Context: an optimization exercise on an open-source flow, tuned for small area, a short achievable clock period and few clock cycles per item. The choices shown serve that exercise and are no tape-out recipe. Function was checked by simulation only, so behaviour that the tests miss may differ from the original.

## flow/config.mk

```make
export PLATFORM = sky130hd
export DESIGN_NAME = fft_8point_top
export DESIGN_NICKNAME = fft_8point_top
export VERILOG_FILES = /design/flow/design.v
export SDC_FILE = /design/flow/constraint.sdc
export NUM_CORES = 4
export LEC_CHECK = 0
export CAP_MARGIN = 40
export CORE_MARGIN = 2
export CORE_UTILIZATION = 50
export SLEW_MARGIN = 20
export SETUP_SLACK_MARGIN = 8
```

## flow/constraint.sdc

```tcl
create_clock -name core_clock -period 14.0 [get_ports {i_clk}]
set_input_delay 2.8000 -clock core_clock [delete_from_list [all_inputs] [get_ports {i_clk}]]
set_output_delay 2.8000 -clock core_clock [all_outputs]
set_load 0.01 [all_outputs]
```

## flow/design.v

```verilog
`timescale 1ns/1ps
`timescale 1ns/1ps
`timescale 1ns/1ps
`timescale 1ns/1ps
`timescale 1ns/1ps
`timescale 1ns/1ps
`timescale 1ns/1ps
`timescale 1ns/1ps
`timescale 1ns/1ps
`timescale 1ns/1ps
module fpd_s1 (
    input  logic [31:0] a,
    input  logic [31:0] b,
    input  logic        fn,     
    input  logic        bz,     
    output logic [67:0] q
);
    logic        sa, sb;
    logic [7:0]  ea, eb;
    logic        za, zb, ia, ib, na, nb;
    assign sa = a[31];
    assign sb = b[31] & ~bz;
    assign ea = a[30:23];
    assign eb = b[30:23];
    assign za = (a[30:0] == 31'd0);
    assign zb = (b[30:0] == 31'd0) | bz;
    assign ia = (ea == 8'hff) && (a[22:0] == 23'd0);
    assign ib = (eb == 8'hff) && (b[22:0] == 23'd0);
    assign na = (ea == 8'hff) && (a[22:0] != 23'd0);
    assign nb = (eb == 8'hff) && (b[22:0] != 23'd0);
    logic        a_big;
    assign a_big = bz | (a[30:0] >= b[30:0]);
    logic [7:0] xa, xb;
    logic [8:0] dab, dba;
    assign xa  = (ea == 8'd0) ? 8'd1 : ea;
    assign xb  = (eb == 8'd0) ? 8'd1 : eb;
    assign dab = {1'b0, xa} - {1'b0, xb};
    assign dba = {1'b0, xb} - {1'b0, xa};
    logic [4:0] sab, sba, dsat;
    assign sab  = (dab[7:5] != 3'd0) ? 5'd31 : dab[4:0];
    assign sba  = (dba[7:5] != 3'd0) ? 5'd31 : dba[4:0];
    assign dsat = a_big ? sab : sba;
    logic nan_p, nan_m, subn_pass;
    assign nan_p = fn | na | nb | (ia & ib & (sa ^ sb));
    assign nan_m = fn | na | nb | (ia & ib & ~(sa ^ sb));
    assign subn_pass = a_big ? (zb & ~za & (ea == 8'd0)) : (za & ~zb & (eb == 8'd0));
    assign q = {nan_p, nan_m, ia | ib, subn_pass, sa, sb, a_big, dsat,
                a_big ? xa : xb,
                (ea != 8'd0), a[22:0],
                (eb != 8'd0), b[22:0] & {23{~bz}}};
endmodule
module fpd_s2 (
    input  logic [67:0] q,
    output logic [69:0] r
);
    logic [4:0]  dsat;
    logic [7:0]  ebig;
    logic [23:0] sigb, sigs;
    assign dsat = q[60:56];
    assign ebig = q[55:48];
    assign sigb = q[61] ? q[47:24] : q[23:0];
    assign sigs = q[61] ? q[23:0] : q[47:24];
    logic [26:0] mbig, msml;
    logic [27:0] sum;
    logic [26:0] dif;
    assign mbig = {sigb, 3'b000};
    assign msml = {sigs, 3'b000} >> dsat;
    assign sum  = {1'b0, mbig} + {1'b0, msml};
    assign dif  = mbig - msml;
    assign r = {q[67:61], ebig, sum, dif};
endmodule
module fpd_s3 (
    input  logic [69:0] r,
    output logic [31:0] zp,
    output logic [31:0] zm
);
    logic        nan_p, nan_m, inf, subn_pass, sa, sb, a_big;
    logic [7:0]  ebig;
    logic [27:0] sum;
    logic [26:0] dif;
    assign {nan_p, nan_m, inf, subn_pass, sa, sb, a_big} = r[69:63];
    assign ebig = r[62:55];
    assign sum  = r[54:27];
    assign dif  = r[26:0];
    logic [31:0] add_r;    
    logic        add_pz;   
    logic        need, ovf;
    logic [22:0] frac_r;
    assign need   = sum[3] & (sum[2] | sum[1] | sum[0] | sum[4]);
    assign ovf    = (ebig >= 8'd254);
    assign frac_r = sum[26:4] + {22'd0, need};
    logic [22:0] lowb;
    logic        one_or_none;
    assign lowb = sum[25:3];
    assign one_or_none = ((lowb & (lowb - 23'd1)) == 23'd0);
    always_comb begin
        add_pz = 1'b0;
        if (sum[27]) begin
            add_r = ovf ? {1'b0, 8'hff, 23'd0} : {1'b0, ebig + 8'd1, frac_r};
        end else if (sum[26]) begin
            add_r = {1'b0, ebig, sum[25:3]};
        end else begin
            add_r  = 32'd0;
            add_pz = one_or_none;
        end
    end
    logic [26:0] m;
    assign m = dif;
    logic [4:0]  cnt;
    always_comb begin
        cnt = 5'd24;
        for (int i = 0; i < 24; i++)
            if (m[3 + i]) cnt = 5'(23 - i);
    end
    logic        mzero;
    assign mzero = (m[26:3] == 24'd0);
    logic [26:0] shl;
    logic [22:0] frac_l;
    logic [8:0]  esub;
    logic [7:0]  exp_l;
    assign shl    = m << cnt;
    assign frac_l = shl[25:3];
    assign esub   = {1'b0, ebig} - {4'd0, cnt};
    assign exp_l  = esub[8] ? 8'd0 : esub[7:0];
    logic sub_zero, sub_unf;
    assign sub_zero = ((frac_l == 23'd0) && (exp_l == 8'd0)) || mzero;
    assign sub_unf  = (esub[8] || (exp_l == 8'd0)) && !sub_zero;
    logic [31:0] sub_r;
    logic        sub_pz;
    assign sub_r  = (sub_zero || sub_unf) ? 32'd0 : {1'b0, exp_l, frac_l};
    assign sub_pz = sub_zero;
    logic addp;
    logic sgn_p, sgn_m;
    assign addp  = ~(sa ^ sb);
    assign sgn_p = a_big ? sa : sb;
    assign sgn_m = a_big ? sa : ~sb;
    logic [31:0] np, nm;
    logic        pzp, pzm;
    assign np  = addp ? add_r : sub_r;
    assign pzp = addp ? add_pz : sub_pz;
    assign nm  = addp ? sub_r : add_r;
    assign pzm = addp ? sub_pz : add_pz;
    always_comb begin
        if (nan_p)          zp = 32'h7fc00000;
        else if (inf)       zp = {sgn_p, 8'hff, 23'd0};
        else if (subn_pass) zp = {sgn_p, 8'd0, sum[25:3]};
        else                zp = {sgn_p & ~pzp, np[30:0]};
        if (nan_m)          zm = 32'h7fc00000;
        else if (inf)       zm = {sgn_m, 8'hff, 23'd0};
        else if (subn_pass) zm = {sgn_m, 8'd0, sum[25:3]};
        else                zm = {sgn_m & ~pzm, nm[30:0]};
    end
endmodule
`timescale 1ns/1ps
module fmc_s1 (
    input  logic [31:0] x,
    output logic [64:0] q
);
    logic [7:0]  ex;
    logic [22:0] fx;
    assign ex = x[30:23];
    assign fx = x[22:0];
    logic [34:0] m, ph, pl;
    assign m  = {11'd0, 1'b1, fx};
    assign ph = (m << 8) - (m << 6) - (m << 4) + (m << 2) + m;       
    assign pl = (m << 10) + (m << 8) - (m << 4) + (m << 2) - m;      
    assign q = {x[31], (ex == 8'hff) && (fx != 23'd0), (ex == 8'hff) && (fx == 23'd0),
                (ex == 8'd0), ex, ph[31:0], pl[34:16], (fx[21:0] != 22'd0), (fx[20:0] != 21'd0)};
endmodule
module fmc_s2 (
    input  logic [64:0] q,
    output logic [36:0] r
);
    logic        sx, nan, inf, zero, st22, st21;
    logic [7:0]  ex;
    logic [31:0] ph;
    logic [18:0] pl;
    assign {sx, nan, inf, zero, ex, ph, pl, st22, st21} = q;
    logic [47:0] p;    
    assign p = {ph + {13'd0, pl}, 16'd0};
    logic        norm, g, rb, s, up;
    logic [22:0] mant;
    assign norm = p[47];
    assign mant = norm ? p[46:24] : p[45:23];
    assign g    = norm ? p[23] : p[22];
    assign rb   = norm ? p[22] : p[21];
    assign s    = norm ? st22 : st21;
    assign up   = g & (rb | s | mant[0]);
    assign r = {sx, nan, inf, zero, ex, norm, up, mant};
endmodule
module fmc_s3 (
    input  logic [36:0] r,
    output logic [31:0] z
);
    logic        sx, nan, inf, zero, norm, up;
    logic [7:0]  ex;
    logic [22:0] mant;
    assign {sx, nan, inf, zero, ex, norm, up, mant} = r;
    logic [23:0] mr;
    logic [8:0]  ef;
    assign mr = {1'b0, mant} + {23'd0, up};
    assign ef = {1'b0, ex} - 9'd1 + {8'd0, norm} + {8'd0, mr[23]};
    always_comb begin
        if (nan)                         z = 32'h7fc00000;
        else if (inf)                    z = {sx, 8'hff, 23'd0};
        else if (zero || ef[8] || (ef[7:0] == 8'd0)) z = {sx, 31'd0};
        else                             z = {sx, ef[7:0], mr[22:0]};
    end
endmodule
`timescale 1ns/1ps
`timescale 1ns/1ps
`timescale 1ns/1ps
`timescale 1ns/1ps
`timescale 1ns/1ps
`timescale 1ns/1ps
`timescale 1ns/1ps
`timescale 1ns/1ps
`timescale 1ns/1ps
`timescale 1ns/1ps
module fft_8point_top (
    input  logic        i_clk,
    input  logic        i_rst_n,
    input  logic        i_start,
    input  logic        i_valid,
    input  logic [31:0] i_re,
    input  logic [31:0] i_im,
    output logic        o_valid,
    output logic [31:0] o_re,
    output logic [31:0] o_im,
    output logic        o_done
);
    localparam logic [31:0] QNAN = 32'h7fc00000;
    logic       busy;       
    logic [3:0] ld;         
    logic       run;        
    logic [4:0] tc;         
    logic       ov, od;     
    logic [2:0] oent;       
    logic       iss_bf, iss_top, top_w3;
    logic [2:0] ra, rb;     
    logic [6:0]  a_oh;
    logic [12:0] br_oh, bi_oh;
    logic        flush;     
    logic        negib;     
    logic        negia;     
    logic [1:0] twm;        
    logic [2:0] wa, wb;     
    logic [1:0] mul_sel;    
    logic start_acc, load_en, s0ph, s0_iss;
    assign start_acc = i_start & (~busy | od);
    assign load_en   = busy & ~od & i_valid & ~ld[3];
    assign s0ph      = busy & ~od & ld[2] & ~ld[3];
    assign s0_iss    = load_en & ld[2];
    logic       n_bf, n_top, n_w3;
    logic [2:0] n_ra, n_rb, n_wa, n_wb;
    logic [1:0] n_twm, n_ms;
    logic       run_n;
    logic [4:0] tc_n;
    logic [3:0] ld_n;
    always_comb begin
        run_n = run;
        tc_n  = tc;
        if (run) tc_n = tc + 5'd1;
        if (s0_iss && ld[1:0] == 2'd3) begin
            run_n = 1'b1;
            tc_n  = 5'd1;
        end
        if (od || start_acc) run_n = 1'b0;
        n_bf  = 1'b0;
        n_top = 1'b0;
        n_w3  = 1'b0;
        n_ra  = 3'd0;
        n_rb  = 3'd4;
        n_wa  = 3'd0;
        n_wb  = 3'd4;
        n_twm = 2'd0;
        n_ms  = 2'(tc_n - 5'd5);
        ld_n = start_acc ? 4'd0 : ld + {3'd0, load_en};
        n_ra = {1'b0, ld_n[1:0]};
        n_wa = {1'b0, ld_n[1:0]};
        n_wb = {1'b1, ld_n[1:0]};
        if (run_n) begin
            case (tc_n)
                5'd2:  begin n_bf = 1'b1; n_ra = 3'd0; n_rb = 3'd2; n_twm = 2'd0; n_wa = 3'd0; n_wb = 3'd2; end
                5'd3:  begin n_bf = 1'b1; n_ra = 3'd5; n_rb = 3'd7; n_twm = 2'd1; n_wa = 3'd5; n_wb = 3'd7; end
                5'd4:  begin n_bf = 1'b1; n_ra = 3'd4; n_rb = 3'd6; n_twm = 2'd1; n_wa = 3'd4; n_wb = 3'd1; end
                5'd5:  begin n_bf = 1'b1; n_ra = 3'd1; n_rb = 3'd3; n_twm = 2'd0; n_wa = 3'd3; n_wb = 3'd6; end
                5'd10: begin n_top = 1'b1; n_wa = 3'd5; end
                5'd11: begin n_bf = 1'b1; n_ra = 3'd0; n_rb = 3'd3; n_twm = 2'd0; n_wa = 3'd0; n_wb = 3'd3; end
                5'd12: begin n_top = 1'b1; n_w3 = 1'b1; n_wb = 3'd7; end
                5'd13: begin n_bf = 1'b1; n_ra = 3'd4; n_rb = 3'd5; n_twm = 2'd2; n_wa = 3'd4; n_wb = 3'd5; end
                5'd14: begin n_bf = 1'b1; n_ra = 3'd2; n_rb = 3'd6; n_twm = 2'd1; n_wa = 3'd2; n_wb = 3'd6; end
                5'd15: begin n_bf = 1'b1; n_ra = 3'd1; n_rb = 3'd7; n_twm = 2'd2; n_wa = 3'd1; n_wb = 3'd7; end
                default: ;
            endcase
        end
    end
    function automatic logic [2:0] out_entry(input logic [4:0] t);
        case (3'(t - 5'd15))
            3'd0: out_entry = 3'd0;
            3'd1: out_entry = 3'd4;
            3'd2: out_entry = 3'd2;
            3'd3: out_entry = 3'd1;
            3'd4: out_entry = 3'd3;
            3'd5: out_entry = 3'd5;
            3'd6: out_entry = 3'd6;
            default: out_entry = 3'd7;
        endcase
    endfunction
    always_ff @(posedge i_clk or negedge i_rst_n) begin
        if (!i_rst_n) begin
            busy    <= 1'b0;
            ld      <= 4'd0;
            run     <= 1'b0;
            tc      <= 5'd0;
            ov      <= 1'b0;
            od      <= 1'b0;
            oent    <= 3'd0;
            iss_bf  <= 1'b0;
            iss_top <= 1'b0;
            top_w3  <= 1'b0;
            ra      <= 3'd0;
            rb      <= 3'd4;
            a_oh    <= 7'd1;
            br_oh   <= 13'd1;
            bi_oh   <= 13'd1;
            flush   <= 1'b1;
            negib   <= 1'b0;
            negia   <= 1'b0;
            wa      <= 3'd0;
            wb      <= 3'd4;
            twm     <= 2'd0;
            mul_sel <= 2'd0;
        end else begin
            if (load_en) ld <= ld + 4'd1;
            run <= run_n;
            tc  <= tc_n;
            ov   <= run_n && (tc_n >= 5'd15) && (tc_n <= 5'd22);
            od   <= run_n && (tc_n == 5'd22);
            oent <= out_entry(tc_n);
            iss_bf  <= n_bf;
            iss_top <= n_top;
            top_w3  <= n_w3;
            ra      <= n_ra;
            rb      <= n_rb;
            a_oh    <= n_top ? 7'h40 : (7'd1 << n_ra);
            br_oh   <= n_top ? 13'h1000 : (13'd1 << (((n_twm == 2'd1) ? 4'd6 : 4'd0) + {1'b0, n_rb} - 4'd2));
            bi_oh   <= n_top ? 13'h1000 : (13'd1 << (((n_twm == 2'd1) ? 4'd0 : 4'd6) + {1'b0, n_rb} - 4'd2));
            flush   <= !n_top && n_twm != 2'd2;
            negib   <= !n_top && n_twm == 2'd1;
            negia   <= n_top;
            wa      <= n_wa;
            wb      <= n_wb;
            twm     <= n_twm;
            mul_sel <= n_ms;
            if (od) busy <= 1'b0;
            if (start_acc) begin
                busy  <= 1'b1;
                ld    <= 4'd0;
            end
        end
    end
    assign o_valid = ov;
    assign o_done  = od;
    logic [31:0] rzp, rzm, izp, izm;    
    logic [31:0] fre [0:7];
    logic [31:0] fim [0:7];
    logic [31:0] q0, q1;    
    logic [31:0] ar, ai, vr, vi;
    always_comb begin
        ar = {32{a_oh[6]}} & q0;
        ai = {32{a_oh[6]}} & q0;
        vr = {32{br_oh[12]}} & q1;
        vi = {32{bi_oh[12]}} & q1;
        for (int i = 0; i < 6; i++) begin
            ar = ar | ({32{a_oh[i]}} & fre[i]);
            ai = ai | ({32{a_oh[i]}} & fim[i]);
            vr = vr | ({32{br_oh[i]}} & fre[i + 2]) | ({32{br_oh[i + 6]}} & fim[i + 2]);
            vi = vi | ({32{bi_oh[i]}} & fre[i + 2]) | ({32{bi_oh[i + 6]}} & fim[i + 2]);
        end
        if (s0ph) begin
            vr = i_re;
            vi = i_im;
        end
    end
    logic nanr, nani, infr, infi;
    assign nanr = (vr[30:23] == 8'hff) && (vr[22:0] != 23'd0);
    assign nani = (vi[30:23] == 8'hff) && (vi[22:0] != 23'd0);
    assign infr = (vr[30:23] == 8'hff) && (vr[22:0] == 23'd0);
    assign infi = (vi[30:23] == 8'hff) && (vi[22:0] == 23'd0);
    logic [31:0] ra_in, rb_in, ia_in, ib_in;
    logic        fr, fi, bzr, bzi;
    assign ra_in = ar;
    assign rb_in = vr;
    assign ia_in = {ai[31] ^ negia, ai[30:0]};
    assign ib_in = {vi[31] ^ negib, vi[30:0]};
    assign fr    = flush & (nanr | nani | infi);
    assign fi    = flush & (nanr | nani | infr);
    assign bzr   = flush & (vr[30:23] == 8'd0);
    assign bzi   = flush & (vi[30:23] == 8'd0);
    logic [31:0] mx, mx_d;
    logic [64:0] mq_d, mq;
    logic [36:0] mr_d, mr;
    logic [31:0] mz;
    always_comb begin
        case (mul_sel)
            2'd0: mx_d = rzp;
            2'd1: mx_d = fim[5];
            2'd2: mx_d = fre[7];
            default: mx_d = fim[7];
        endcase
    end
    fmc_s1 u_m1 (.x(mx), .q(mq_d));
    fmc_s2 u_m2 (.q(mq), .r(mr_d));
    fmc_s3 u_m3 (.r(mr), .z(mz));
    always_ff @(posedge i_clk) begin
        mx <= mx_d;
        mq <= mq_d;
        mr <= mr_d;
        q0 <= mz;
        q1 <= q0;
    end
    logic [67:0] rq_d, iq_d, rq, iq;
    logic [69:0] rr_d, ir_d, rr, ir;
    fpd_s1 u_r1 (.a(ra_in), .b(rb_in), .fn(fr), .bz(bzr), .q(rq_d));
    fpd_s1 u_i1 (.a(ia_in), .b(ib_in), .fn(fi), .bz(bzi), .q(iq_d));
    fpd_s2 u_r2 (.q(rq), .r(rr_d));
    fpd_s2 u_i2 (.q(iq), .r(ir_d));
    fpd_s3 u_r3 (.r(rr), .zp(rzp), .zm(rzm));
    fpd_s3 u_i3 (.r(ir), .zp(izp), .zm(izm));
    always_ff @(posedge i_clk) begin
        rq <= rq_d;
        iq <= iq_d;
        rr <= rr_d;
        ir <= ir_d;
    end
    logic       wa1, wb1, sw1, wa2, wb2, sw2;
    logic [2:0] aa1, ab1, aa2, ab2;
    always_ff @(posedge i_clk or negedge i_rst_n) begin
        if (!i_rst_n) begin
            wa1 <= 1'b0; wb1 <= 1'b0; sw1 <= 1'b0;
            wa2 <= 1'b0; wb2 <= 1'b0; sw2 <= 1'b0;
            aa1 <= 3'd0; ab1 <= 3'd0; aa2 <= 3'd0; ab2 <= 3'd0;
        end else begin
            wa1 <= iss_bf | s0_iss | (iss_top & ~top_w3);
            wb1 <= iss_bf | s0_iss | (iss_top & top_w3);
            sw1 <= iss_top;
            aa1 <= wa;
            ab1 <= wb;
            wa2 <= wa1; wb2 <= wb1; sw2 <= sw1;
            aa2 <= aa1; ab2 <= ab1;
        end
    end
    always_ff @(posedge i_clk) begin
        if (load_en && !ld[2]) begin
            fre[ld[1:0]] <= i_re;
            fim[ld[1:0]] <= i_im;
        end
        if (wa2) begin
            fre[aa2] <= rzp;
            fim[aa2] <= sw2 ? rzm : izp;
        end
        if (wb2) begin
            fre[ab2] <= rzm;
            fim[ab2] <= izm;
        end
    end
    assign o_re = fre[oent];
    assign o_im = fim[oent];
endmodule
```

## flow/flow/run.sh

```bash
#!/bin/bash
set -e
echo "export SETUP_SLACK_MARGIN = 8" >> config.mk
bash standard.sh > standard.log 2>&1
```

## flow/standard.sh

```bash
#!/bin/bash
# synth_recipe.tcl (not shown) runs the flow's synth.tcl, then flattens the netlist and writes it again
# the make line also repeats each setting of config.mk as NAME=value (left out here)
make -C /OpenROAD-flow-scripts/flow DESIGN_CONFIG=/design/flow/config.mk WORK_HOME=/design/flow/orfs CLKGATE_MAP_FILE= SYNTH_SCRIPT=/design/flow/synth_recipe.tcl "${@:-finish}"
```

==> flow_summary_export.csv, run 1 <==
group,metric,value,unit
outcome,outcome,"finished clean",
sta,hold_viol,0,
logic_synthesis,synthCells,8255,
clock_tree,clock-sinks,1064,
worst_setup_path,start_kind,"register",
final_layout,nFillCells,13470,
clock_tree,cts_tree,"yes",
hold_path,hold_depth,0,
worst_setup_path,crit_chain,"buf_4 -> buf_4 -> a22oi_1 -> nand3_1 -> ha_1 -> nor2b_1 -> o21a_1 -> o21a_1 -> o21a_1 -> o21a_1 -> o21a_1 -> o21a_1 -> o21a_1 -> o21ai_0 -> a211oi_1 -> nor4bb_4 -> nor2_4 -> or4_1 -> o311a_1",
placement,io_buffers,133,
detailed_routing,vias,77710,
sta,setup_viol,0,
placement,hpwl,268000,um
run,maxCapViolations,0,
logic_synthesis,async_flop_share,7.519,%
worst_setup_path,cp_slowest_cell,"dfrtp_2",
die,die_w,395.8,um
die,start_util,50.42,%
worst_setup_path,worstPathArrival,6780,ps
die,dieArea,0.1567,mm2
sta,period_needed,6116,ps
global_routing,grt_max_degree,89,
detailed_routing,wire_per_inst,37.49,um
detailed_routing,ant_nets,0,
die,row_count,143,
worst_setup_path,crit_type,"register to register",
logic_synthesis,synthesis.area,0.07676,mm2
final_layout,nets,8809,
final_layout,layout_common_cells,"nor2_1 (793), nand2_1 (728), o21ai_0 (583)",
final_layout,area_growth,13.78,%
placement,place_area,0.08091,mm2
placement,gp_congestion,1.043,
clock_tree,clkTransAtPathRegs,60,ps
detailed_routing,drc_errors,0,
clock_tree,htree_num_levels,3,
placement,dp_slack,6536,ps
logic_synthesis,ys_seq_area_share,34.95,%
final_layout,utilization,57.36,%
sta,relSlewSlack,29.40,%
clock_tree,ctsHoldBuffers,0,
logic_synthesis,ys_warn_count,3,
worst_setup_path,r2r_cells,19,
logic_synthesis,ys_ff_latch,1064,
detailed_routing,via_per_inst,7.428,
worst_setup_path,end_kind,"register",
clock_tree,cts_buffers,121,
clock_tree,clkLatencyLatePin,850,ps
sta,fmaxAchievable,163.5,MHz
sta,finClkSkew,91.19,ps
logic_synthesis,synth_edf_count,512,
sta,maxSlewViolCount,0,
global_routing,grt_pass1_wl,544100,um
final_layout,final_common_cell,"nor2_1",
die,core_area,0.1523,mm2
final_layout,stdcell_area,0.08734,mm2
worst_setup_path,path_common_cell,"o21a_1",
worst_setup_path,cp.required,14660,ps
clock_tree,clock_path_buffers,3,
sta,tightest_slew,1059,ps
worst_setup_path,cpPeakStageDelay,950,ps
hold_path,hold_class,"register to register",
final_layout,multi_input_area,0.04753,mm2
die,die-height,395.8,um
worst_setup_path,worstPathMaxFanout,23,
final_layout,regArea,0.02689,mm2
logic_synthesis,yosysUniqueCellTypes,107,
clock_tree,cts-root-buf,"clkbuf_16",
logic_synthesis,syn-num-nets,8805,
die,io_pins,134,
sta,period_share,43.69,%
sta,rsz0062_at_grt,"yes",
logic_synthesis,avgSynthCellArea,9.299,um2
detailed_routing,routed_wl,392200,um
logic_synthesis,synth-main-ff-cell,"edfxtp_1",
sta,fin_ws,7884,ps
global_routing,overflow,0,
final_layout,drive_above_1_share,14.75,%
global_routing,antenna_found_initial,54,
detailed_routing,drtIter0Drc,15330,
detailed_routing,first_pass_iters,13,
global_routing,grt_pass1_vias,70550,
sta,setup_tns,0,ps
global_routing,grtUsageTotal,48.70,%
cell type report:
cell class	count	share of cell area, %
clock buffers	173	4.179
clock inverters	59	0.7191
multi-input cells	6305	54.41
repair inverters	1	0.005730
inverters	297	1.305
flip-flops and latches	1064	30.79
repair buffers	469	5.494
diodes	64	0.1834
well taps	2030	2.908
metrics by stage:
stage	hold slack [ps]	instances
after floorplan	309.6	8255
after global placement	310.9	10000
after detailed placement	312.1	10070
after CTS	320.9	10340
after global routing	328.6	10420
final	325.4	10460
metal layers:
layer  GRT usage [%]  vias to the layer above  part of all wire, %
met4           34.22                       30                  9.4
met2           65.28                     7174                   39
met1           60.99                    37120                   36
met3           22.82                     2064                   16
met5           2.956                        -                0.078
li1                -                    31320                    -
cell usage after synthesis, drive strengths merged, types with 128 or more instances:
master | instances | area [um2]
a22oi | 376 | 2823
o21ai | 658 | 3293
inv | 293 | 1100
xnor2 | 148 | 1296
a222oi | 130 | 1301
a21oi | 501 | 2511
mux2i | 143 | 1431
nand3 | 164 | 820.8
mux4 | 260 | 5856
ha | 360 | 4504
mux2 | 163 | 1836
edfxtp | 512 | 15370
clkbuf | 465 | 1748
dfxtp | 472 | 9449
buf | 128 | 595.6
nor2 | 818 | 3073
nand2 | 737 | 2766
cells by family (layout without fill, tap and decap cells):
group | after synthesis | in the layout | synth area share [%]
other | 0 | 64 | 0
multiplexers | 566 | 566 | 11.88
flip-flops | 1064 | 1064 | 34.95
buffers and inverters | 890 | 999 | 4.505
XOR/XNOR | 230 | 230 | 2.624
AND/OR/NAND/NOR | 2461 | 2465 | 14.75
AO/OA/AOI/OAI | 2557 | 2557 | 22.17
adder cells (fa/ha/maj) | 487 | 487 | 9.114
repair_timing:
item | 4_1_cts | 5_1_grt
endpoints found under the setup margin | 352 | 473
gates resized for setup | 145 | 134
pin swaps | 9 | 7
cloned | 9 | 4
buffers inserted | 29 | 39
state kept, by name (all words and copies together) (netlist names), 2 cells and up:
name,count
a_oh,7
aa1,3
aa2,3
ab1,3
ab2,3
bi_oh,13
br_oh,13
fim,256
fre,256
iq,68
ir,69
ld,4
mq,65
mr,37
mul_sel,2
mx,32
oent,3
q0,32
q1,32
rq,68
rr,69
tc,5
wa,3
wb,3
critical path, delay by kind of cell, from the launching register on:
family | cells | cell delay, ps
AOI/OAI and AO/OA | 11 | 1850
adders and majority gates | 1 | 310
buffers and inverters | 2 | 1260
DFF | 1 | 950
and+or+nand+nor | 5 | 1520
final timing paths:
| kind | startpoint | end | slack (ps) |
|---|---|---|---|
| setup / recovery | a_oh[1] | rq[59] | 7880 |
| hold / removal | iq[67] | ir[69] | 330 |
| hold reg to reg | iq[67] | ir[69] | 330 |
| max in group asynchronous | i_rst_n | a_oh[0] | 11430 |
| min in group asynchronous | i_rst_n | run | 1930 |
| setup reg to reg | a_oh[1] | rq[59] | 7880 |
Testbench counts, summed over its fixed seeds: cycles 7,688, items 256.
==> inputs of run 2 (changes only) <==
--- a/flow/design.v
+++ b/flow/design.v
@@ -236,6 +236,7 @@
     logic [4:0] tc;         
     logic       ov, od;     
     logic [2:0] oent;       
+    logic       ofw;        
     logic       iss_bf, iss_top, top_w3;
     logic [2:0] ra, rb;     
     logic [6:0]  a_oh;
@@ -296,7 +297,7 @@
         end
     end
     function automatic logic [2:0] out_entry(input logic [4:0] t);
-        case (3'(t - 5'd15))
+        case (3'(t - 5'd14))
             3'd0: out_entry = 3'd0;
             3'd1: out_entry = 3'd4;
             3'd2: out_entry = 3'd2;
@@ -316,6 +317,7 @@
             ov      <= 1'b0;
             od      <= 1'b0;
             oent    <= 3'd0;
+            ofw     <= 1'b0;
             iss_bf  <= 1'b0;
             iss_top <= 1'b0;
             top_w3  <= 1'b0;
@@ -338,6 +340,7 @@
             ov   <= run_n && (tc_n >= 5'd15) && (tc_n <= 5'd22);
             od   <= run_n && (tc_n == 5'd22);
             oent <= out_entry(tc_n);
+            ofw  <= run_n && (tc_n >= 5'd15) && (tc_n <= 5'd17);
             iss_bf  <= n_bf;
             iss_top <= n_top;
             top_w3  <= n_w3;
@@ -465,6 +468,21 @@
             fim[ab2] <= izm;
         end
     end
-    assign o_re = fre[oent];
-    assign o_im = fim[oent];
+    logic [31:0] ore, oim;
+    always_ff @(posedge i_clk) begin
+        if (ofw) begin
+            ore <= rzp;
+            oim <= izp;
+        end else begin
+            case (oent)
+                3'd0: begin ore <= fre[0]; oim <= fim[0]; end
+                3'd3: begin ore <= fre[3]; oim <= fim[3]; end
+                3'd5: begin ore <= fre[5]; oim <= fim[5]; end
+                3'd6: begin ore <= fre[6]; oim <= fim[6]; end
+                default: begin ore <= fre[7]; oim <= fim[7]; end
+            endcase
+        end
+    end
+    assign o_re = ore;
+    assign o_im = oim;
 endmodule
==> flow/flow/run.sh (replaced) <==
#!/bin/bash
set -e
echo "export SETUP_SLACK_MARGIN = 8.5" >> config.mk
bash standard.sh > standard.log 2>&1
--- a/flow/config.mk
+++ b/flow/config.mk
@@ -7,6 +7,6 @@
 export LEC_CHECK = 0
 export CAP_MARGIN = 40
 export CORE_MARGIN = 2
-export CORE_UTILIZATION = 50
+export CORE_UTILIZATION = 45
 export SLEW_MARGIN = 20
-export SETUP_SLACK_MARGIN = 8
+export SETUP_SLACK_MARGIN = 8.5
==> run 2 against run 1 <==
Compared with the run above: still clean; clock skew decreased by 40 ps; utilization fell by 4.9 points; non-clock buffer count increased by 98; global-route usage is 4.8 points lower; critical path type is now input port to register; critical endpoint is now iq[64].
==> flow_summary_export.csv, run 2 <==
group,metric,value,unit
worst_setup_path,critPathTopFamily,"compound AO/OA/AOI/OAI gates",
sta,tightest_slew,1006,ps
sta,period_needed,5512,ps
logic_synthesis,synthCells,8558,
final_layout,area_growth,15.67,%
detailed_routing,ant_nets,0,
worst_setup_path,cp.required,14720,ps
logic_synthesis,ys_seq_area_share,36.62,%
placement,hpwl,271200,um
run,maxCapViolations,0,
worst_setup_path,worstPathArrival,6230,ps
placement,dp.cells,10540,
logic_synthesis,ys_ff_latch,1129,
sta,period_share,39.37,%
final_layout,multi_input_area,0.04689,mm2
sta,maxSlewViolCount,0,
logic_synthesis,yosysTopAreaCell,"edfxtp_1",
clock_tree,htree_num_levels,4,
hold_path,hold_class,"register to register",
clock_tree,cts-root-buf,"clkbuf_16",
logic_synthesis,ys_warn_count,3,
outcome,outcome,"finished clean",
final_layout,nFillCells,15500,
final_layout,fin_cells,10990,
sta,finClkSkew,50.72,ps
die,core_area,0.1695,mm2
global_routing,grt_pass1_wl,551200,um
detailed_routing,drtIter0Drc,16110,
die,io_pins,134,
final_layout,regArea,0.02825,mm2
sta,hold_viol,0,
logic_synthesis,async_flop_share,7.174,%
sta,setup_tns,0,ps
global_routing,antenna_found_initial,34,
clock_tree,clock_path_buffers,3,
placement,io_buffers,133,
detailed_routing,wire_per_inst,36.18,um
worst_setup_path,crit_type,"input port to register",
detailed_routing,drc_errors,0,
sta,rsz0062_at_grt,"yes",
logic_synthesis,syn-num-nets,9110,
placement,gp_congestion,1.025,
logic_synthesis,yosysUniqueCellTypes,113,
worst_setup_path,cp_slowest_cell,"clkdlybuf4s50_1",
final_layout,largestRegisters,"fim (256), fre (256)",
worst_setup_path,path_common_cell,"a21o_1",
clock_tree,clkTransAtPathRegs,60,ps
final_layout,nets,9187,
logic_synthesis,yosys-top-cells-area,"edfxtp_1 (20%), dfxtp_1 (14%), ha_1 (5.9%)",
worst_setup_path,start_kind,"input port",
logic_synthesis,avgSynthCellArea,8.980,um2
global_routing,grt_pass1_vias,74390,
logic_synthesis,synth_top_cell_area_share,20.01,%
clock_tree,clkLatencyLatePin,840,ps
detailed_routing,routed_wl,397600,um
logic_synthesis,synth_common_cells,"nand2_1 (807), nor2_1 (755), o21ai_0 (677)",
final_layout,final_common_cell,"nand2_1",
die,dieArea,0.1741,mm2
sta,fmaxAchievable,181.4,MHz
detailed_routing,vias,80070,
detailed_routing,via_per_inst,7.286,
worst_setup_path,cpPeakStageDelay,590,ps
global_routing,grt_max_degree,100,
sta,relSlewSlack,32.87,%
clock_tree,clock-sinks,1129,
die,row_count,151,
die,die_w,417.2,um
clock_tree,cts_buffers,134,
logic_synthesis,synthesis.area,0.07685,mm2
die,die-height,417.2,um
worst_setup_path,cp.buffers_inverters,2,
detailed_routing,first_pass_iters,17,
global_routing,grtUsageTotal,43.95,%
global_routing,overflow,0,
worst_setup_path,worstPathMaxFanout,7,
logic_synthesis,synth-main-ff-cell,"dfxtp_1",
final_layout,drive_above_1_share,14.84,%
die,start_util,45.35,%
worst_setup_path,crit_chain,"clkdlybuf4s50_1 -> o21ai_1 -> ha_1 -> a21o_1 -> a21o_1 -> a21oi_1 -> o21ai_0 -> nor3_1 -> o211a_1 -> nor3b_2 -> buf_6 -> or2_4 -> nand3b_1 -> a211oi_1",
clock_tree,ctsHoldBuffers,0,
logic_synthesis,synth_edf_count,512,
logic_synthesis,yosysMostFrequentCell,"nand2_1",
worst_setup_path,end_kind,"register",
final_layout,layout_common_cells,"nand2_1 (786), nor2_1 (718), o21ai_0 (616)",
sta,setup_viol,0,
clock_tree,cts_tree,"yes",
run 2: changes by cell type in the layout (fill, tap and decap cells not counted), sizes merged, moves of 71 or more:
cell and change:
mux2 -91, a21oi +92, a22oi +77, mux4 -164, a221oi +71, buf +96
run 2: final cells by class:
cell class	instances	area share [%]
well taps	2218	3.122
clock inverters	64	0.6996
repair inverters	4	0.02534
flip-flops and latches	1129	31.79
inverters	304	1.378
diodes	24	0.06757
clock buffers	184	4.295
repair buffers	567	5.878
multi-input cells	6495	52.75
run 2: timing repair:
item	in CTS	in global routing
pin swaps	46	72
setup endpoints to repair	631	518
buffers inserted	45	104
cloned	9	6
hold endpoints to repair	0	0
gates resized for setup	228	222
run 2: worst register-to-register path: stages (launching register included):
cell      delay [ps]
dfrtp_2          330
buf_4            720
buf_4            710
a22oi_1          200
nand3_1          670
ha_1             390
o21a_1           120
o21a_1           170
o21a_1           180
o21a_1           170
o21a_1           160
o21a_1           160
o21ai_1          140
a211o_1          190
o211a_1          230
nor3b_2           70
buf_6            170
or2_4            280
nand3b_1         160
a211oi_1         220
run 2: path summary, 6_finish.rpt:
path	start	endpoint	slack [ps]	cells after the start
worst max-delay path	i_im[20]	iq[64]	8490	14
worst min-delay path	iq[51]	ir[58]	320	0
worst max register to register	a_oh[3]	iq[64]	8490	19
worst min register to register	iq[51]	ir[58]	320	0
max in group asynchronous	i_rst_n	a_oh[0]	11320	2
min in group asynchronous	i_rst_n	wb[1]	2020	1
run 2: kinds of logic after synthesis:
family,synth area share [%]
and+or+nand+nor,15.21
xor gates and xnor gates,2.542
muxes,5.552
DFF,36.62
buffers and inverters,4.718
adders and majority gates,9.176
AOI/OAI and AO/OA,26.18
run 2: metal layers:
layer	global-route usage, %	routed length, um	vias up
met2	59.31	154200	7322
li1	-	-	32590
met3	17.95	64610	1964
met1	56.90	143700	38180
met4	29.59	34750	18
met5	0.7502	270	-
run 2: per-stage QoR:
stage | area (um2) | worst slack (ps) | hold slack (ps) | utilization (%)
floorplan | 77240 | 8266 | 309.6 | -
global placement | 80730 | 6956 | 309.7 | 47.64
detailed placement | 81410 | 7044 | 312.1 | 48.04
CTS | 87100 | 8451 | 324.3 | 51.40
global route | 88850 | 8445 | 327.7 | 52.43
finish | 88890 | 8488 | 323.0 | 52.45
Testbench counts of run 2, summed over its fixed seeds: cycles 7,688, items 256.
==> inputs of run 3 (changes only) <==
--- a/flow/config.mk
+++ b/flow/config.mk
@@ -8,5 +8,6 @@
 export CAP_MARGIN = 40
 export CORE_MARGIN = 2
 export CORE_UTILIZATION = 45
+export CTS_BUF_LIST = sky130_fd_sc_hd__clkbuf_8
 export SLEW_MARGIN = 20
 export SETUP_SLACK_MARGIN = 8.5
==> run 3 against run 2 <==
Compared with the run above: still clean; cell area is 0.52% lower; setup slack worse by 36 ps; largest cell class unchanged; routed wire length hardly changed; highest routed layer unchanged; critical path depth is 5 higher; synthesized area stayed put; final cell count is 0.77% higher; sequential share of layout area is 0.17 points higher; count of clock-buffer cells in the layout is 50 higher; clock skew is 26 ps higher.
==> flow_summary_export.csv, run 3 <==
group,metric,value,unit
outcome,outcome,"finished clean",
global_routing,grtUsageTotal,44.06,%
clock_tree,ctsHoldBuffers,0,
placement,hpwl,271200,um
sta,relSlewSlack,28.98,%
worst_setup_path,end_kind,"register",
logic_synthesis,yosysUniqueCellTypes,113,
final_layout,stdcell_area,0.08843,mm2
detailed_routing,first_pass_iters,14,
logic_synthesis,yosysMostFrequentCell,"nand2_1",
worst_setup_path,worstPathArrival,6470,ps
die,dieArea,0.1741,mm2
logic_synthesis,yosys-top-cells-area,"edfxtp_1 (20%), dfxtp_1 (14%), ha_1 (5.9%)",
die,io_pins,134,
sta,period_share,39.63,%
detailed_routing,via_per_inst,7.267,
die,start_util,45.35,%
global_routing,grt_pass1_wl,552600,um
sta,fmaxAchievable,180.3,MHz
die,core_area,0.1695,mm2
sta,hold_viol,0,
detailed_routing,vias,80480,
logic_synthesis,synth-main-ff-cell,"dfxtp_1",
clock_tree,clock-sinks,1129,
logic_synthesis,ys_seq_area_share,36.62,%
sta,setup_viol,0,
hold_path,min-delay-start,"rq[50]",
global_routing,antenna_found_initial,34,
clock_tree,clkLatencyLatePin,1060,ps
worst_setup_path,crit_type,"register to register",
clock_tree,clock_path_buffers,3,
logic_synthesis,synth_common_cells,"nand2_1 (807), nor2_1 (755), o21ai_0 (677)",
sta,finClkSkew,76.34,ps
worst_setup_path,cp.required,14920,ps
clock_tree,clkTransAtPathRegs,60,ps
run,maxCapViolations,0,
final_layout,nets,9210,
worst_setup_path,path_common_cell,"o21a_1",
hold_path,hold_depth,0,
logic_synthesis,yosysTopAreaCell,"edfxtp_1",
logic_synthesis,ys_warn_count,3,
clock_tree,cts_buffers,201,
die,row_count,151,
worst_setup_path,rrSetupSlack,8450,ps
logic_synthesis,synth_top_cell_area_share,20.01,%
final_layout,drive_above_1_share,15.09,%
placement,io_buffers,133,
logic_synthesis,synth_edf_count,512,
worst_setup_path,start_kind,"register",
worst_setup_path,r2r_cells,19,
placement,place_area,0.08141,mm2
worst_setup_path,cp_slowest_cell,"buf_4",
worst_setup_path,r2r_start,"a_oh[3]",
logic_synthesis,ys_ff_latch,1129,
final_layout,final_common_cell,"nand2_1",
detailed_routing,ant_nets,0,
die,die_w,417.2,um
sta,setup_tns,0,ps
worst_setup_path,regToRegEndpoint,"iq[64]",
logic_synthesis,synthCells,8558,
final_layout,nFillCells,15620,
detailed_routing,drc_errors,0,
clock_tree,htree_num_levels,4,
final_layout,layout_common_cells,"nand2_1 (785), nor2_1 (717), o21ai_0 (617)",
global_routing,overflow,0,
sta,rsz0062_at_grt,"yes",
logic_synthesis,avgSynthCellArea,8.980,um2
worst_setup_path,worstPathMaxFanout,39,
hold_path,hold_class,"register to register",
final_layout,area_growth,15.07,%
clock_tree,cts-root-buf,"clkbuf_8",
worst_setup_path,crit_chain,"buf_4 -> buf_4 -> a22oi_1 -> nand3_1 -> ha_1 -> o21a_1 -> o21a_1 -> o21a_1 -> o21a_1 -> o21a_1 -> o21a_1 -> o21ai_1 -> a211o_1 -> o211a_1 -> nor3b_2 -> buf_4 -> or2_4 -> nand3b_1 -> a211oi_1",
logic_synthesis,async_flop_share,7.174,%
sta,maxSlewViolCount,0,
global_routing,grt_pass1_vias,74980,
detailed_routing,drtIter0Drc,16100,
worst_setup_path,critPathTopFamily,"compound AO/OA/AOI/OAI gates",
logic_synthesis,syn-num-nets,9110,
worst_setup_path,cpPeakStageDelay,730,ps
global_routing,grt_max_degree,100,
final_layout,largestRegisters,"fim (256), fre (256)",
die,die-height,417.2,um
sta,period_needed,5548,ps
logic_synthesis,synthesis.area,0.07685,mm2
detailed_routing,routed_wl,397900,um
sta,tightest_slew,1065,ps
placement,gp_congestion,1.025,
worst_setup_path,cp.buffers_inverters,3,
clock_tree,cts_tree,"yes",
hold_path,min_to,"rr[57]",
detailed_routing,wire_per_inst,35.93,um
## run 3: cell counts after synthesis
No cell type changed its count.
## run 3: what timing repair did
| action | CTS | global route |
|---|---|---|
| gates cloned | 8 | 7 |
| pin swaps | 40 | 56 |
| endpoints found under the hold margin | 0 | 0 |
| endpoints found under the setup margin | 625 | 507 |
| setup buffers | 43 | 62 |
| resized for setup | 195 | 194 |
## run 3: worst max-delay path by stage
stage / slack, ps / from / end / depth (start not counted)
after floorplan: 8270 / i_im[28] / iq[59] / 18
after global placement: 6960 / i_re[0] / rq[59] / 19
after detailed placement: 7040 / i_im[30] / iq[58] / 17
after CTS: 8450 / rq[61] / rr[54] / 26
after global routing: 8460 / rr[25] / fim[2][31] / 25
final: 8450 / a_oh[3] / iq[64] / 19
## run 3: routing by layer
layer	vias up	track usage [%]	share of wire, %
met5	-	0.8891	0.043
met4	12	29.78	8.8
met3	2030	18.10	16
met2	7440	59.60	39
met1	38300	56.78	36
li1	32690	-	-
## run 3: final cells by class
cell class                      instances  area, um2  share of cell area (%)
Clock inverter                        139       1033                   1.169
Clock buffer                          234       3221                   3.642
Sequential cell                      1129      28250                   31.95
Tap cell                             2218       2775                   3.138
Antenna cell                           28      70.07                 0.07924
Multi-Input combinational cell       6495      46840                   52.98
Timing Repair Buffer                  523       4982                   5.634
Timing Repair inverter                  4      22.52                 0.02547
Inverter                              304       1225                   1.385
## run 3: kinds of logic after synthesis
family                     count (synthesis)  synth area share, %
xor gates and xnor gates                 223                2.542
and+or+nand+nor                         2543                15.21
DFF                                     1129                36.62
AOI/OAI and AO/OA                       2940                26.18
adders and majority gates                492                9.176
buffers and inverters                    935                4.718
muxes                                    296                5.552
## run 3: stage by stage
step,util [%],hold slack (ps),cells,setup WS (ps)
after global placement,47.64,309.7,10480,6956
after CTS,51.27,310.0,10960,8449
after floorplan,-,309.6,8558,8266
after detailed placement,48.04,312.1,10540,7044
after global routing,52.15,318.3,11050,8456
final,52.18,307.2,11070,8452

[re-timing with driven ports]
Ports are ideal in the flow. The routed layouts listed here were re-timed in OpenROAD. Step 1 (the two cells are an assumption about what drives the block):
set clk [get_ports {i_clk}]
set_driving_cell -lib_cell sky130_fd_sc_hd__clkbuf_16 $clk
set_driving_cell -lib_cell sky130_fd_sc_hd__buf_2 [delete_from_list [all_inputs] $clk]
Step 2 times the ports against the registers' clock, not the clock port: input delays grow and output delays shrink by t, the midpoint of the rising clock arrivals with the driver on. Slacks: no drivers / after step 1 / after step 2; pairs: no drivers / after step 1.
run | shift t [ns] | setup slack, ns | slew at the worst register clock pin (ns)
run 1 | 0.895 | 7.884 / 7.804 / 6.909 | 0.08 / 0.08
run 2 | 0.909 | 8.488 / 8.484 / 7.575 | 0.07 / 0.07
run 3 | 1.111 | 8.452 / 8.452 / 7.416 | 0.07 / 0.07
After both steps setup and hold are still met in every run listed. The setup slack of run 3, which loses most, moves by 0.000 ns with the drivers and by -1.036 ns with both steps.
